This is an optimization exercise on Yosys and OpenROAD, whose aim is small area, not a production implementation. Where RTL was checked, it was by simulation tests only, not by an equivalence proof against the original. Power is estimated from default activity; no workload was simulated.

## rev 12
==> flow/design.v <==
module g_aoi222(input a1, a2, b1, b2, c1, c2, output y); assign y = ~((a1 & a2) | (b1 & b2) | (c1 & c2)); endmodule
module g_inv(input a, output y); assign y = ~a; endmodule
module g_nor4(input a, b, c, d, output y); assign y = ~(a | b | c | d); endmodule
module g_and2(input a, b, output y); assign y = a & b; endmodule
module g_nor2b(input a, bn, output y); assign y = ~(a | ~bn); endmodule
module g_nand2(input a, b, output y); assign y = ~(a & b); endmodule
module g_and3(input a, b, c, output y); assign y = a & b & c; endmodule
module g_nand3(input a, b, c, output y); assign y = ~(a & b & c); endmodule
module g_xor2(input a, b, output y); assign y = a ^ b; endmodule
module g_xnor2(input a, b, output y); assign y = ~(a ^ b); endmodule
module g_mux2i(input a0, a1, s, output y); assign y = ~(s ? a1 : a0); endmodule
module g_a21oi(input a1, a2, b1, output y); assign y = ~((a1 & a2) | b1); endmodule
module g_nand2b(input an, b, output y); assign y = ~(~an & b); endmodule
module g_fa(input a, b, c, output s, co); assign {co, s} = a + b + c; endmodule
module g_ha(input a, b, output s, co); assign {co, s} = a + b; endmodule
module g_a22o(input a1, a2, b1, b2, output y); assign y = (a1 & a2) | (b1 & b2); endmodule
module g_o21ai(input a1, a2, b1, output y); assign y = ~((a1 | a2) & b1); endmodule
module rdport #(parameter INVODD = 0) (input [7:1] sel, input [15:0] R1, R2, R3, R4, R5, R6, R7, output [15:0] D);
	genvar i;
	generate for (i = 0; i < 16; i = i + 1) begin : b
		wire x, y, z;
		g_aoi222 u0(sel[1], R1[i], sel[2], R2[i], sel[3], R3[i], x);
		g_aoi222 u1(sel[4], R4[i], sel[5], R5[i], sel[6], R6[i], y);
		g_nand2  u2(sel[7], R7[i], z);
		if (INVODD && (i % 2 == 1)) begin : n
			g_and3 u3(x, y, z, D[i]);
		end else begin : p
			g_nand3 u3(x, y, z, D[i]);
		end
	end endgenerate
endmodule
module alu(input [15:0] Ax, input [15:0] Bv, input [6:0] imm, input alusrc, input sub,
           output [15:0] S, output eq);
	wire kq = ~(alusrc & ~imm[6]);
	wire [16:0] c;         
	assign c[0] = sub;
	wire [15:0] hx;        
	wire [16:0] cr;
	genvar i;
	generate for (i = 0; i < 16; i = i + 1) begin : b
		wire x, bn;        
		g_xor2 ux(Ax[i], sub, x);
		if (i < 6) begin : lo
			g_mux2i um(Bv[i], imm[i], alusrc, bn);
		end else begin : hi
			g_o21ai um(alusrc, Bv[i], kq, bn);
		end
		g_xnor2 uh(x, bn, hx[i]);
		if (i % 2 == 0) begin : ev
			g_mux2i uc(Ax[i], c[i], hx[i], cr[i+1]);
		end else if (i != 7 && i != 11) begin : od
			g_mux2i uc(c[i], Ax[i], hx[i], cr[i+1]);
		end
		g_xor2 us(hx[i], c[i], S[i]);
		if (i != 7 && i != 11) begin : pass
			assign c[i+1] = cr[i+1];
		end
	end endgenerate
	generate for (i = 4; i < 12; i = i + 4) begin : la
		wire x1, x2, x3, G, P;
		g_nand2b ux1(hx[i], Ax[i], x1);           
		g_mux2i  ux2(x1, Ax[i+1], hx[i+1], x2);
		g_mux2i  ux3(Ax[i+2], x2, hx[i+2], x3);
		g_mux2i  ux4(x3, Ax[i+3], hx[i+3], G);
		assign P = hx[i] & ~hx[i+1] & hx[i+2] & ~hx[i+3];
		assign c[i+4] = G | (P & c[i]);
	end endgenerate
	assign eq = (&{hx[14], hx[12], hx[10], hx[8], hx[6], hx[4], hx[2], hx[0]}) &
	            ~(|{hx[15], hx[13], hx[11], hx[9], hx[7], hx[5], hx[3], hx[1]});
endmodule
module pcnext(input [15:0] PC, input rst, input taken, input [6:0] imm, output [15:0] nx);
	wire tk = taken & ~rst;
	wire ntk = ~taken & ~rst;
	wire [7:1] c;    
	wire [7:2] o;    
	wire [6:1] br, p2;
	assign nx[0] = ~rst & (PC[0] ^ (taken & imm[0]));
	assign c[1] = PC[0] | ~imm[0];
	assign p2[1] = ~PC[1];
	assign o[2] = PC[1];
	genvar i;
	generate for (i = 1; i < 7; i = i + 1) begin : lo
		g_fa f(PC[i], ~imm[i], c[i], br[i], c[i+1]);
		if (i > 1) begin : h
			g_ha h(PC[i], o[i], p2[i], o[i+1]);
		end
		g_a22o m(tk, br[i], ntk, p2[i], nx[i]);
	end endgenerate
	wire selInc = ~rst & (taken ? (c[7] & imm[6]) : o[7]);
	wire selDec = ~rst & taken & ~c[7] & ~imm[6];
	wire [16:8] O, Z;      
	assign O[8] = PC[7];
	assign Z[8] = ~PC[7];
	assign nx[7] = PC[7] ^ ((rst & PC[7]) | selInc | selDec);
	generate for (i = 8; i < 16; i = i + 1) begin : hi
		wire fn;
		if (i < 15) begin : ch
			g_and2  uo(O[i], PC[i], O[i+1]);
			wire pn;
			g_inv   ui(PC[i], pn);
			g_and2  uz(Z[i], pn, Z[i+1]);
		end
		g_aoi222 a(rst, PC[i], selInc, O[i], selDec, Z[i], fn);
		g_xnor2 x(PC[i], fn, nx[i]);
	end endgenerate
endmodule
module dec3(input en_n, input [2:0] a, output [7:1] y);
	genvar j;
	generate for (j = 1; j < 8; j = j + 1) begin : d
		wire yn = ~(~en_n & (a == j));
		g_inv u(yn, y[j]);    
	end endgenerate
endmodule
module Processor(clk, sw, Led, imem_addr, imem_data, dmem_addr, dmem_wdata, dmem_we, dmem_re, dmem_rdata);
input clk;
input [7:0] sw;
output [7:0] Led;
output [15:0] imem_addr;
input [15:0] imem_data;
output [15:0] dmem_addr;
output [15:0] dmem_wdata;
output dmem_we;
output dmem_re;
input [15:0] dmem_rdata;
	reg reset;
	always @(posedge clk) reset <= ~sw[0];
	wire [2:0] op = imem_data[15:13];
	wire [2:0] rs = imem_data[12:10];
	wire [2:0] rt = imem_data[9:7];
	wire [2:0] rd = imem_data[6:4];
	wire [15:0] imm = {{9{imem_data[6]}}, imem_data[6:0]};
	wire is_rr    = (op == 3'd0) | (op == 3'd6);           
	wire alusrc   = (op == 3'd1) | (op == 3'd2) | (op == 3'd3) | (op == 3'd5);
	wire sub      = (op == 3'd4) | (op == 3'd5) | (op == 3'd6);
	wire memread  = (op == 3'd2);
	wire memwrite = (op == 3'd3);
	wire branch   = (op == 3'd4);
	wire regwrite = is_rr | (op == 3'd1) | (op == 3'd2) | (op == 3'd5);
	wire [2:0] waddr = is_rr ? rd : rt;
	reg [15:0] R1, R2, R3, R4, R5, R6, R7;
	wire [7:1] ss, st, we;
	dec3 ds(.en_n(reset), .a(rs), .y(ss));
	dec3 dt(.en_n(reset), .a(rt), .y(st));
	dec3 dw(.en_n(~regwrite), .a(waddr), .y(we));
	genvar j;
	wire [15:0] A, Bv;
	rdport #(.INVODD(1)) pa(.sel(ss), .R1(R1), .R2(R2), .R3(R3), .R4(R4), .R5(R5), .R6(R6), .R7(R7), .D(A));
	rdport pb(.sel(st), .R1(R1), .R2(R2), .R3(R3), .R4(R4), .R5(R5), .R6(R6), .R7(R7), .D(Bv));
	wire [15:0] sum;
	wire eq;
	alu ualu(.Ax(A), .Bv(Bv), .imm(imem_data[6:0]), .alusrc(alusrc), .sub(sub), .S(sum), .eq(eq));
	wire taken = branch & ~eq;    
	assign dmem_addr  = sum;
	assign dmem_wdata = Bv;
	assign dmem_we    = memwrite;
	assign dmem_re    = memread;
	wire [15:0] wb;
	wire nmemread = ~memread;
	generate for (j = 0; j < 16; j = j + 1) begin : wbm
		g_a22o u(memread, dmem_rdata[j], nmemread, sum[j], wb[j]);
	end endgenerate
	always @(posedge clk) begin
		if (we[1]) R1 <= wb;
		if (we[2]) R2 <= wb;
		if (we[3]) R3 <= wb;
		if (we[4]) R4 <= wb;
		if (we[5]) R5 <= wb;
		if (we[6]) R6 <= wb;
		if (we[7]) R7 <= wb;
	end
	reg [15:0] PC;
	wire [15:0] PCn;
	pcnext upc(.PC(PC), .rst(reset), .taken(taken), .imm(imem_data[6:0]), .nx(PCn));
	always @(posedge clk) PC <= PCn;
	assign imem_addr = PC;
	wire l1 = sw[1];
	wire l2 = ~sw[1] & sw[2];
	wire l3 = ~sw[1] & ~sw[2] & sw[3];
	wire l4 = ~sw[1] & ~sw[2] & ~sw[3] & sw[4];
	generate for (j = 0; j < 8; j = j + 1) begin : led
		wire x, y;
		g_aoi222 u0(l1, R1[j], l2, R2[j], l3, R3[j], x);
		g_nand2  u1(l4, R4[j], y);
		g_nand2  u2(x, y, Led[j]);
	end endgenerate
endmodule
export LEC_CHECK = 0
export CAP_MARGIN = 20
export CORE_MARGIN = 2
export CORE_UTILIZATION = 50
export SETUP_SLACK_MARGIN = 0.0
export SLEW_MARGIN = 20
export SYNTH_HIERARCHICAL = 1
create_clock -name core_clock -period 7.0 [get_ports {clk}]
standard.sh (not shown) runs the stock make flow with config.mk's settings and CLKGATE_MAP_FILE= SYNTH_SCRIPT=/design/flow/synth_recipe.tcl, a recipe that flattens the netlist after the stock synthesis.
==> flow/flow/run.sh <==
#!/bin/bash
# Standard ORFS layout with two changes: ports are buffered with buf_1 cells
# instead of the default delay-buffer cells, and CTS inserts no dummy loads.
set -euo pipefail
export BUFFER_PORTS_ARGS="-buffer_cell sky130_fd_sc_hd__buf_1"
export CTS_ARGS="-sink_clustering_enable -repair_clock_nets -dont_use_dummy_load -buf_list sky130_fd_sc_hd__clkbuf_4 -root_buf sky130_fd_sc_hd__clkbuf_8 -sink_clustering_size 25"
bash standard.sh finish > flow.log 2>&1
Relative to rev 12, the following input files were edited for rev 13:
diff --git a/flow/design.v b/flow/design.v
--- a/flow/design.v
+++ b/flow/design.v
@@ -106,10 +106,9 @@
 endmodule
 module dec3(input en_n, input [2:0] a, output [7:1] y);
 	genvar j;
 	generate for (j = 1; j < 8; j = j + 1) begin : d
-		wire yn = ~(~en_n & (a == j));
-		g_inv u(yn, y[j]);    
+		assign y[j] = ~en_n & (a == j);
 	end endgenerate
 endmodule
 module Processor(clk, sw, Led, imem_addr, imem_data, dmem_addr, dmem_wdata, dmem_we, dmem_re, dmem_rdata);
 input clk;
==> run summary <==
Going from rev 12 to rev 13, worst hold slack across all endpoints shrinks by 8.7 ps. Relative to rev 12, maximum frequency has gone up in rev 13. Taking rev 12 as the reference point, the logic depth of the worst setup path including buffers of rev 13 falls by 1. Compared to rev 12, rev 13 has global routing met1 resource utilization 4.5 points higher. Taking rev 12 as the reference, in rev 13 sequential share of layout area closely matched the old numbers; detailed-routing iteration count for the pre-antenna-repair pass increased by 3 relative to the old numbers. Of the two values seen for start point of the critical path, imem_data[8] was produced by rev 13 and imem_data[11] by rev 12. On rev 13: die boundary height is 0.51% lower than what rev 12 gave. [compare] base=rev 12 new=rev 13: met1 wire length has increased; register-to-register slack has decreased; synthesized cell area has decreased; power has decreased.
The RTL of rev 12 was laid out without a check of its function.

========
RTL: the design.v shown in full above, as it stands there.
Settings: LEC_CHECK=0, CAP_MARGIN=20, CORE_MARGIN=2, CORE_UTILIZATION=50, SETUP_SLACK_MARGIN=0.0, SLEW_MARGIN=20, SYNTH_HIERARCHICAL=1; clock period 7.0 ns.
==> flow/flow/run.sh <==
#!/bin/bash
# Standard ORFS layout with two changes: ports are buffered with buf_1 cells
# instead of the default delay-buffer cells, and CTS inserts no dummy loads.
set -euo pipefail
export BUFFER_PORTS_ARGS="-buffer_cell sky130_fd_sc_hd__buf_1"
export CTS_ARGS="-sink_clustering_enable -repair_clock_nets -dont_use_dummy_load -buf_list sky130_fd_sc_hd__clkbuf_8 -root_buf sky130_fd_sc_hd__clkbuf_8 -sink_clustering_size 25"
bash standard.sh finish > flow.log 2>&1
==> next run, changes <==
--- a/flow/design.v
+++ b/flow/design.v
@@ -1,9 +1,5 @@
 module g_aoi222(input a1, a2, b1, b2, c1, c2, output y); assign y = ~((a1 & a2) | (b1 & b2) | (c1 & c2)); endmodule
-module g_inv(input a, output y); assign y = ~a; endmodule
-module g_nor4(input a, b, c, d, output y); assign y = ~(a | b | c | d); endmodule
-module g_and2(input a, b, output y); assign y = a & b; endmodule
-module g_nor2b(input a, bn, output y); assign y = ~(a | ~bn); endmodule
 module g_nand2(input a, b, output y); assign y = ~(a & b); endmodule
 module g_and3(input a, b, c, output y); assign y = a & b & c; endmodule
 module g_nand3(input a, b, c, output y); assign y = ~(a & b & c); endmodule
 module g_xor2(input a, b, output y); assign y = a ^ b; endmodule
@@ -30,9 +26,10 @@
 	end endgenerate
 endmodule
 module alu(input [15:0] Ax, input [15:0] Bv, input [6:0] imm, input alusrc, input sub,
            output [15:0] S, output eq);
-	wire kq = ~(alusrc & ~imm[6]);
+	wire nalusrc = ~alusrc;
+	wire kk = alusrc & imm[6];
 	wire [16:0] c;         
 	assign c[0] = sub;
 	wire [15:0] hx;        
 	wire [16:0] cr;
@@ -42,9 +39,9 @@
 		g_xor2 ux(Ax[i], sub, x);
 		if (i < 6) begin : lo
 			g_mux2i um(Bv[i], imm[i], alusrc, bn);
 		end else begin : hi
-			g_o21ai um(alusrc, Bv[i], kq, bn);
+			g_a21oi um(nalusrc, Bv[i], kk, bn);
 		end
 		g_xnor2 uh(x, bn, hx[i]);
 		if (i % 2 == 0) begin : ev
 			g_mux2i uc(Ax[i], c[i], hx[i], cr[i+1]);
@@ -94,22 +91,13 @@
 	assign nx[7] = PC[7] ^ ((rst & PC[7]) | selInc | selDec);
 	generate for (i = 8; i < 16; i = i + 1) begin : hi
 		wire fn;
 		if (i < 15) begin : ch
-			g_and2  uo(O[i], PC[i], O[i+1]);
-			wire pn;
-			g_inv   ui(PC[i], pn);
-			g_and2  uz(Z[i], pn, Z[i+1]);
+			assign O[i+1] = O[i] & PC[i];
+			assign Z[i+1] = Z[i] & ~PC[i];
 		end
 		g_aoi222 a(rst, PC[i], selInc, O[i], selDec, Z[i], fn);
 		g_xnor2 x(PC[i], fn, nx[i]);
-	end endgenerate
-endmodule
-module dec3(input en_n, input [2:0] a, output [7:1] y);
-	genvar j;
-	generate for (j = 1; j < 8; j = j + 1) begin : d
-		wire yn = ~(~en_n & (a == j));
-		g_inv u(yn, y[j]);    
 	end endgenerate
 endmodule
 module Processor(clk, sw, Led, imem_addr, imem_data, dmem_addr, dmem_wdata, dmem_we, dmem_re, dmem_rdata);
 input clk;
@@ -137,13 +125,14 @@
 	wire branch   = (op == 3'd4);
 	wire regwrite = is_rr | (op == 3'd1) | (op == 3'd2) | (op == 3'd5);
 	wire [2:0] waddr = is_rr ? rd : rt;
 	reg [15:0] R1, R2, R3, R4, R5, R6, R7;
-	wire [7:1] ss, st, we;
-	dec3 ds(.en_n(reset), .a(rs), .y(ss));
-	dec3 dt(.en_n(reset), .a(rt), .y(st));
-	dec3 dw(.en_n(~regwrite), .a(waddr), .y(we));
+	wire [7:1] ss, st;
 	genvar j;
+	generate for (j = 1; j < 8; j = j + 1) begin : dec
+		assign ss[j] = ~reset & (rs == j);
+		assign st[j] = ~reset & (rt == j);
+	end endgenerate
 	wire [15:0] A, Bv;
 	rdport #(.INVODD(1)) pa(.sel(ss), .R1(R1), .R2(R2), .R3(R3), .R4(R4), .R5(R5), .R6(R6), .R7(R7), .D(A));
 	rdport pb(.sel(st), .R1(R1), .R2(R2), .R3(R3), .R4(R4), .R5(R5), .R6(R6), .R7(R7), .D(Bv));
 	wire [15:0] sum;
@@ -153,21 +142,17 @@
 	assign dmem_addr  = sum;
 	assign dmem_wdata = Bv;
 	assign dmem_we    = memwrite;
 	assign dmem_re    = memread;
-	wire [15:0] wb;
-	wire nmemread = ~memread;
-	generate for (j = 0; j < 16; j = j + 1) begin : wbm
-		g_a22o u(memread, dmem_rdata[j], nmemread, sum[j], wb[j]);
-	end endgenerate
+	wire [15:0] wb = memread ? dmem_rdata : sum;
 	always @(posedge clk) begin
-		if (we[1]) R1 <= wb;
-		if (we[2]) R2 <= wb;
-		if (we[3]) R3 <= wb;
-		if (we[4]) R4 <= wb;
-		if (we[5]) R5 <= wb;
-		if (we[6]) R6 <= wb;
-		if (we[7]) R7 <= wb;
+		if (regwrite && waddr == 3'd1) R1 <= wb;
+		if (regwrite && waddr == 3'd2) R2 <= wb;
+		if (regwrite && waddr == 3'd3) R3 <= wb;
+		if (regwrite && waddr == 3'd4) R4 <= wb;
+		if (regwrite && waddr == 3'd5) R5 <= wb;
+		if (regwrite && waddr == 3'd6) R6 <= wb;
+		if (regwrite && waddr == 3'd7) R7 <= wb;
 	end
 	reg [15:0] PC;
 	wire [15:0] PCn;
 	pcnext upc(.PC(PC), .rst(reset), .taken(taken), .imm(imem_data[6:0]), .nx(PCn));
The new run passed the timing, design-rule and antenna checks.
Sequential power barely changes.
Critical path depth stays the same.
First-iteration DRC count went up by 15%.
Global-route usage came out lower by 0.51 points.
Utilization is higher by 0.63 points.
Combinational power fell by 3.9%.
Setup slack gets worse by 0.035 ns.
Total power falls by 1.7%.
Fmax went down by 0.52%.
Design area went up by 1.5%.
Worst hold slack is worse by 0.0051 ns.
Only the layout flow was run in the first run of this note; the RTL was not checked for function there.

[what the ideal ports hide]
How much do the figures lean on ideal ports? The routed layouts below were timed once more, with nothing changed but the port constraints.
Step 1 (the two cells are an assumption about what drives the block):
set clk [get_ports {clk}]
set_driving_cell -lib_cell sky130_fd_sc_hd__clkbuf_16 $clk
set_driving_cell -lib_cell sky130_fd_sc_hd__buf_2 [delete_from_list [all_inputs] $clk]
Step 2 also shifts input and output timing later by t, the mid clock arrival at the registers, as if the neighbouring blocks saw the same clock.
Slacks: no drivers / after step 1 / after step 2; pairs: no drivers / after step 1.
run | t, ns | setup WS [ns] | clock arrival spread, ns | worst register clock-pin slew, ns
rev 12 | 0.460 | 0.207 / 0.186 / 0.186 | 0.045 / 0.045 | 0.12 / 0.12
rev 13 | 0.445 | 0.230 / 0.193 / 0.193 | 0.034 / 0.034 | 0.11 / 0.11
the first run of note 2 | 0.474 | 0.242 / 0.220 / 0.220 | 0.028 / 0.029 | 0.08 / 0.08
the second run of note 2 | 0.467 | 0.207 / 0.187 / 0.187 | 0.034 / 0.034 | 0.07 / 0.07
After both steps every run listed still meets setup and hold. For rev 13, which loses most, drivers alone change the setup slack by -0.037 ns; drivers and shift together by -0.037 ns.
